Source: an optimization exercise on an open RTL-to-GDS flow (aim: small area). Production flows keep margins and buffers that such runs may drop. Function was checked by simulation only, so behaviour that the tests miss may differ from the original. No driver is modelled on the clock port, so clocking that relies on it looks cheaper here than on a real chip.

==> flow/design.v (excerpt) <==
module system_top (
    input  wire       i_clk,
    input  wire       i_rst_n,
    input  wire       i_uart_rx,
    output wire [3:0] o_vga_r,
    output wire [3:0] o_vga_g,
    output wire [3:0] o_vga_b,
    output wire       o_vga_hsync,
    output wire       o_vga_vsync
);
Settings: LEC_CHECK=0, CAP_MARGIN=20, CORE_MARGIN=2, CORE_UTILIZATION=40, PLACE_DENSITY=0.6, SLEW_MARGIN=20; clock period 10.0 ns.
standard.sh (not shown) runs the stock make flow with config.mk's settings and CLKGATE_MAP_FILE= SYNTH_SCRIPT=/design/flow/synth_recipe.tcl, a recipe that flattens the netlist after the stock synthesis.
==> flow/flow/run.sh <==
#!/bin/bash
# Standard ORFS layout, with two synthesis changes that only affect how the
# combinational logic is mapped (registers are mapped exactly as in the
# standard synthesis, before ABC runs):
#   - ABC uses an area-recovery script (flow/abc_area.script)
#   - Yosys's extract_fa is skipped, so adders reach ABC as plain gates
set -euo pipefail
W=$(pwd)
rm -rf "$W/scripts_mod"
cp -r "$FLOW_HOME/scripts" "$W/scripts_mod"
cp "$W/flow/abc_area.script" "$W/scripts_mod/abc_speed.script"
python3 - "$W/scripts_mod/synth.tcl" <<'PY'
import sys
p = sys.argv[1]
s = open(p).read()
old = "  extract_fa {*}[dont_use_extract_fa_args]\n"
assert old in s
s = s.replace(old, "  # extract_fa skipped by this flow\n", 1)
open(p, "w").write(s)
PY
bash standard.sh SCRIPTS_DIR="$W/scripts_mod" \
  "CTS_ARGS=-sink_clustering_enable -sink_clustering_size 70 -sink_clustering_max_diameter 1000 -buf_list sky130_fd_sc_hd__clkbuf_8 -root_buf sky130_fd_sc_hd__clkbuf_8 -dont_use_dummy_load -repair_clock_nets" \
  finish > "$W/flow_make.log" 2>&1
==> flow/flow/abc_area.script <==
&get -n
&st
&syn2
&dc2
&dch -f
&nf -R 1000
&st
&syn3
&dc2
&dch -f
&nf -R 1000
&st
&syn3
&dc2
&dch -f
&nf -R 1000
&st
&syn3
&dc2
&dch -f
&nf -R 1000
&put
topo
dnsize -c
The first run finished clean.
Edit:
==> flow/flow/run.sh (replaced) <==
#!/bin/bash
# Standard ORFS layout with these changes, none of which touch registers:
#   - ABC maps the combinational logic with an area script
#     (flow/abc_area.script) instead of the speed script
#   - Yosys's extract_fa is skipped, so adders reach ABC as plain gates
#   - the clock tree is one clkbuf_16 driving all clock pins
#     (flow/cts_root.tcl) instead of TritonCTS's H-tree
# All make output goes to flow_make.log; ORFS's per-step logs are in orfs/logs.
set -euo pipefail
W=$(pwd)
rm -rf "$W/scripts_mod"
cp -r "$FLOW_HOME/scripts" "$W/scripts_mod"
cp "$W/flow/abc_area.script" "$W/scripts_mod/abc_speed.script"
cp "$W/flow/cts_root.tcl" "$W/scripts_mod/cts_root.tcl"
python3 - "$W/scripts_mod" <<'PY'
import sys
d = sys.argv[1]
p = d + "/synth.tcl"
s = open(p).read()
old = "  extract_fa {*}[dont_use_extract_fa_args]\n"
assert old in s
s = s.replace(old, "  # extract_fa skipped by this flow\n", 1)
open(p, "w").write(s)
p = d + "/cts.tcl"
s = open(p).read()
old = "log_cmd clock_tree_synthesis {*}$cts_args\n"
assert old in s
s = s.replace(old, "source $::env(SCRIPTS_DIR)/cts_root.tcl\n", 1)
open(p, "w").write(s)
PY
bash standard.sh SCRIPTS_DIR="$W/scripts_mod" finish > "$W/flow_make.log" 2>&1
==> flow/flow/abc_area.script (replaced) <==
strash
&get -n
&deepsyn -T 60
&put
dch -f
map -a
mfs2
strash
dch -f
map -a
mfs2
strash
dch -f
map -a
topo
dnsize -c
==> flow/flow/cts_root.tcl (new file) <==
# Clock tree for a small design: one clkbuf_16 at the centre of the
# registers drives every clock pin (replaces clock_tree_synthesis).
set block [ord::get_db_block]
set dbu [$block getDbUnitsPerMicron]
set sx 0
set sy 0
set n 0
foreach it [[$block findNet i_clk] getITerms] {
  set loc [[$it getInst] getLocation]
  set sx [expr {$sx + [lindex $loc 0]}]
  set sy [expr {$sy + [lindex $loc 1]}]
  incr n
}
set cx [expr {double($sx) / $n / $dbu}]
set cy [expr {double($sy) / $n / $dbu}]
puts "manual clock root at $cx $cy for $n clock pins"
log_cmd insert_buffer -buffer_cell sky130_fd_sc_hd__clkbuf_16 -net i_clk \
  -location [list $cx $cy] -buffer_name clkbuf_root -net_name clk_root
[$block findNet clk_root] setSigType CLOCK
Result:
- Now the flow failed in 4_1_cts
- area after synthesis falls by 6.1%
- synthesized cell count rose by about 6%
Edit:
==> flow/flow/run.sh (replaced) <==
#!/bin/bash
# Standard ORFS layout, with two synthesis changes that only affect how the
# combinational logic is mapped (registers are mapped exactly as in the
# standard synthesis, before ABC runs):
#   - ABC uses an area-recovery script (flow/abc_area.script)
#   - Yosys's extract_fa is skipped, so adders reach ABC as plain gates
set -euo pipefail
W=$(pwd)
rm -rf "$W/scripts_mod"
cp -r "$FLOW_HOME/scripts" "$W/scripts_mod"
cp "$W/flow/abc_area.script" "$W/scripts_mod/abc_speed.script"
python3 - "$W/scripts_mod/synth.tcl" <<'PY'
import sys
p = sys.argv[1]
s = open(p).read()
old = "  extract_fa {*}[dont_use_extract_fa_args]\n"
assert old in s
s = s.replace(old, "  # extract_fa skipped by this flow\n", 1)
open(p, "w").write(s)
PY
bash standard.sh SCRIPTS_DIR="$W/scripts_mod" \
  "CTS_ARGS=-sink_clustering_enable -sink_clustering_size 70 -sink_clustering_max_diameter 1000 -buf_list sky130_fd_sc_hd__clkbuf_16 -root_buf sky130_fd_sc_hd__clkbuf_16 -dont_use_dummy_load -repair_clock_nets" \
  finish > "$W/flow_make.log" 2>&1
==> flow/flow/abc_area.script (replaced) <==
&get -n
&st
&syn2
&dc2
&dch -f
&nf -R 1000
&st
&syn3
&dc2
&dch -f
&nf -R 1000
&st
&syn3
&dc2
&dch -f
&nf -R 1000
&st
&syn3
&dc2
&dch -f
&nf -R 1000
&put
topo
dnsize -c
removed: flow/flow/cts_root.tcl
With this change the flow completed with no timing, DRC or antenna violations.
Synthesized area goes up by a few percent.
Synthesized cell count drops by a few percent.

-- static timing again, ports no longer ideal --
In the flow no input, the clock included, has a driving cell. The finished layouts below were timed again as built, in two steps. Step 1: set_driving_cell puts a clkbuf_16 on i_clk and a buf_2 on each other input, an assumption about the parent block. Step 2, shift: input delay + t, output delay - t, t = (earliest + latest rising clock arrival at the registers) / 2. This alone moves slack from input paths to output paths. a / b / c = ideal / step 1 / step 2; a / b = the first two.
run	t (ns)	setup slack, ns	worst setup path at the end	latest minus earliest clock arrival (ns)	slew at the worst register clock pin (ns)
the first run	0.391	4.720 / 4.720 / 4.720	register to register	0.020 / 0.020	0.07 / 0.07
the third run	0.373	4.713 / 4.713 / 4.713	register to register	0.013 / 0.013	0.05 / 0.05
After both steps setup and hold are still met in every run listed.
